Background: an optimization exercise with open tools, aiming at small area and a short achievable clock period. Do not read the settings as production practice. At most, simulation tests tie the RTL to the original design; equivalence was not proved. Power and IR drop assume default switching activity.

## mac5
module mac5 #(parameter WIDTH=32)
   (input logic [(WIDTH/2)-1:0] a,
    input logic [(WIDTH/2)-1:0] b,
    input logic               clk, reset,
    output logic [WIDTH-1:0]  out);
For scale: roughly 210 flip-flops, roughly 66 I/O pins.
==> flow/config.mk <==
export PLATFORM = sky130hd
export DESIGN_NAME = mac5
export DESIGN_NICKNAME = mac5
export VERILOG_FILES = /design/flow/design.v
export SDC_FILE = /design/flow/constraint.sdc
export NUM_CORES = 4
export LEC_CHECK = 0
export ABC_CLOCK_PERIOD_IN_PS = 1000
export CAP_MARGIN = 20
export CORE_MARGIN = 2
export CORE_UTILIZATION = 40
export SETUP_SLACK_MARGIN = 4.5
export SLEW_MARGIN = 20
export SYNTH_HIERARCHICAL = 1
export SYNTH_MINIMUM_KEEP_SIZE = 0
==> flow/constraint.sdc <==
create_clock -name core_clock -period 7.0 [get_ports {clk}]
set_input_delay 1.4000 -clock core_clock [delete_from_list [all_inputs] [get_ports {clk}]]
set_output_delay 1.4000 -clock core_clock [all_outputs]
set_load 0.01 [all_outputs]
standard.sh (not shown) runs the stock make flow with config.mk's settings and CLKGATE_MAP_FILE= SYNTH_SCRIPT=/design/flow/synth_recipe.tcl, a recipe that flattens the netlist after the stock synthesis.
==> flow/flow/run.sh <==
#!/bin/bash
# Standard layout, with port buffers of a plain buffer cell, sizing not held to
# the cells' footprints, and a clock tree without dummy loads.
bash standard.sh MATCH_CELL_FOOTPRINT=0 \
  BUFFER_PORTS_ARGS="-buffer_cell sky130_fd_sc_hd__buf_2" \
  CTS_ARGS="-sink_clustering_enable -repair_clock_nets -dont_use_dummy_load -sink_clustering_size 30 -sink_clustering_max_diameter 60" \
  finish > standard.log 2>&1
The first run completed without violations.
Next try:
--- a/flow/flow/run.sh
+++ b/flow/flow/run.sh
@@ -5 +5 @@
-  BUFFER_PORTS_ARGS="-buffer_cell sky130_fd_sc_hd__buf_2" \
+  BUFFER_PORTS_ARGS="-buffer_cell sky130_fd_sc_hd__buf_1" \
Settings changed: SETUP_SLACK_MARGIN 4.5 to 4.6, TNS_END_PERCENT set to 10.
Sequential power hardly moves.
Count of clock-buffer cells in the layout falls by 1.
Clock skew is higher by 0.0065 ns.
Worst hold slack gains 0.0049 ns.
Next try:
Settings changed: SETUP_SLACK_MARGIN 4.6 to 4.5, TNS_END_PERCENT 10 to not set.
Result: Clock-buffer cell count goes down by 1. Clock power went down by 3.0%. Global-route usage increases by 0.94 points. Cell area drops by 1.6%. Sequential share of layout area rose by 0.30 points. Flip-flop and latch count stays the same. Synthesized cell count stays the same.
Next try:
==> flow/flow/run.sh (replaced) <==
#!/bin/bash
# Standard layout, with port buffers of a plain buffer cell, sizing not held to
# the cells' footprints, and a clock tree without dummy loads.
bash standard.sh MATCH_CELL_FOOTPRINT=0 \
  BUFFER_PORTS_ARGS="-buffer_cell sky130_fd_sc_hd__buf_2" \
  CTS_ARGS="-sink_clustering_enable -repair_clock_nets -dont_use_dummy_load -sink_clustering_size 30 -sink_clustering_max_diameter 60 -num_static_layers 1" \
  finish > standard.log 2>&1
Worst setup slack got worse by 0.032 ns.
Wire length hardly moves.
Synthesized area is unchanged.
Final area climbs by 0.64%.
Sequential cell count is unchanged.
Non-clock buffer count climbs by 1.
Worst hold slack got worse by 0.020 ns.
Utilization climbs by 0.28 points.
Via count climbs by 0.44%.
Combinational power hardly moves.


run 1:
Another version of the RTL of mac5 (not shown whole).
Size: about 1100 cells after synthesis, roughly 250 flip-flops, about 66 I/O pins, ~13000 µm² of cells after synthesis.
==> flow/config.mk <==
export PLATFORM = sky130hd
export DESIGN_NAME = mac5
export DESIGN_NICKNAME = mac5
export VERILOG_FILES = /design/flow/design.v
export SDC_FILE = /design/flow/constraint.sdc
export NUM_CORES = 4
export LEC_CHECK = 0
export ABC_CLOCK_PERIOD_IN_PS = 1000
export CAP_MARGIN = 20
export CORE_MARGIN = 2
export CORE_UTILIZATION = 60
export CTS_BUF_LIST = sky130_fd_sc_hd__clkbuf_4 sky130_fd_sc_hd__clkbuf_8
export CTS_CLUSTER_SIZE = 30
export SETUP_SLACK_MARGIN = 4.3
export SLEW_MARGIN = 20
export SYNTH_HIERARCHICAL = 1
export SYNTH_MINIMUM_KEEP_SIZE = 0
==> flow/constraint.sdc <==
create_clock -name core_clock -period 7.0 [get_ports {clk}]
set_input_delay 1.4000 -clock core_clock [delete_from_list [all_inputs] [get_ports {clk}]]
set_output_delay 1.4000 -clock core_clock [all_outputs]
set_load 0.01 [all_outputs]
run.sh (not shown) runs the stock make flow with config.mk's settings and CLKGATE_MAP_FILE= SYNTH_SCRIPT=/design/flow/synth_recipe.tcl, a recipe that flattens the netlist after the stock synthesis.
Stock flow here: none of the scripts above is used.
Having completed the whole flow, run 1 delivered a layout that passed the timing, DRC and antenna checks.
diff inputs: run 1 => run 2
# run 1
export LEC_CHECK = 0
export ABC_CLOCK_PERIOD_IN_PS = 1000
export CAP_MARGIN = 20
export CORE_MARGIN = 2
export CORE_UTILIZATION = 60
export CTS_BUF_LIST = sky130_fd_sc_hd__clkbuf_4 sky130_fd_sc_hd__clkbuf_8
export CTS_CLUSTER_SIZE = 30
export SETUP_SLACK_MARGIN = 4.3
export SLEW_MARGIN = 20
export SYNTH_HIERARCHICAL = 1
export SYNTH_MINIMUM_KEEP_SIZE = 0
create_clock -name core_clock -period 7.0 [get_ports {clk}]
# run 2
export LEC_CHECK = 0
export ABC_CLOCK_PERIOD_IN_PS = 1000
export CAP_MARGIN = 20
export CORE_MARGIN = 2
export CORE_UTILIZATION = 60
export SETUP_SLACK_MARGIN = 4.3
export SLEW_MARGIN = 20
export SYNTH_HIERARCHICAL = 1
export SYNTH_MINIMUM_KEEP_SIZE = 0
create_clock -name core_clock -period 7.0 [get_ports {clk}]
==> comparison <==
Run 2 has completed all stages; timing, DRC and antenna checks passed. Run 2 vs. run 1: combinational logic power shows no meaningful change; number of iterations in the first detailed-routing pass now larger. Run 2 and run 1 ended up with nearly the same flip-flop and latch count. Compared with run 1, run 2 shows a higher sequential share of layout area. Going from run 1 to run 2, setup slack grows by 22 ps. Hold slack essentially unchanged between run 2 and run 1. Relative to run 1, the number of global-route vias before repair of run 2 is lower by about 0.9%. Side by side, met1 track demand over resource in global routing turned out lower in run 2 than in run 1.
For run 3, these inputs were changed with respect to run 2:
# run 2
export LEC_CHECK = 0
export ABC_CLOCK_PERIOD_IN_PS = 1000
export CAP_MARGIN = 20
export CORE_MARGIN = 2
export CORE_UTILIZATION = 60
export SETUP_SLACK_MARGIN = 4.3
export SLEW_MARGIN = 20
export SYNTH_HIERARCHICAL = 1
export SYNTH_MINIMUM_KEEP_SIZE = 0
create_clock -name core_clock -period 7.0 [get_ports {clk}]
# run 3
export LEC_CHECK = 0
export ABC_CLOCK_PERIOD_IN_PS = 2500
export CAP_MARGIN = 20
export CORE_MARGIN = 2
export CORE_UTILIZATION = 40
export SETUP_SLACK_MARGIN = 4.3
export SLEW_MARGIN = 20
export SYNTH_HIERARCHICAL = 1
export SYNTH_MINIMUM_KEEP_SIZE = 0
create_clock -name core_clock -period 7.0 [get_ports {clk}]
==> comparison <==
- The flow did not stop early for run 3: all stages ran, and the layout cleared the timing, DRC and antenna checks.
- Comparing run 2 and run 3, the higher fraction of area in non-clock buffers was measured on run 3.
- In run 3, worst setup slack after layout is higher than in run 2.
- Run 3 vs run 2, launching element of the worst setup path: ra[7] vs ra[6]
- Cell area | run 3 vs run 2 | run 3 larger
- Run 2 -> run 3: maximum buffer depth of the clock tree delta 0, exact match
- Compared with run 2, in run 3 area of all sequential standard cells closely matched the old numbers, sequential power stayed essentially flat.
No functional check of the RTL was part of any run of this note.

==> re-timing with driven ports <==
No port has a modelled driver above. Below, the same layouts with a new extraction and two added sets of constraints. Step 1 sets driving cells, clkbuf_16 on the clock port and buf_2 on the other inputs (assumed; they add their load-dependent delay and slew). Step 2 adds t to the input delays and takes it off the output delays; t is the mean of the earliest and latest rising clock arrival at the registers after step 1. Input paths then give back, and output paths get back, about the clock's delay inside the block. Three values: ideal, step 1, step 2; two values: the first two.
run | t (ns) | setup WS [ns] | worst setup path at the end | latest minus earliest clock arrival (ns) | cell pins on the clock port's net
the first run of note 1 | 0.533 | 4.558 / 4.528 / 4.558 | register to register | 0.059 / 0.059 | 1
the second run of note 1 | 0.532 | 4.583 / 4.535 / 4.611 | register to register | 0.069 / 0.069 | 1
the third run of note 1 | 0.530 | 4.567 / 4.516 / 4.567 | register to register | 0.059 / 0.059 | 1
the fourth run of note 1 | 0.534 | 4.535 / 4.527 / 4.535 | register to register | 0.058 / 0.058 | 1
run 1 | 0.605 | 4.267 / 4.267 / 4.267 | register to register | 0.040 / 0.039 | 1
run 2 | 0.589 | 4.289 / 4.289 / 4.289 | register to register | 0.016 / 0.016 | 1
run 3 | 0.593 | 4.298 / 4.296 / 4.298 | register to register | 0.016 / 0.015 | 1
After both steps every run listed still meets setup and hold.
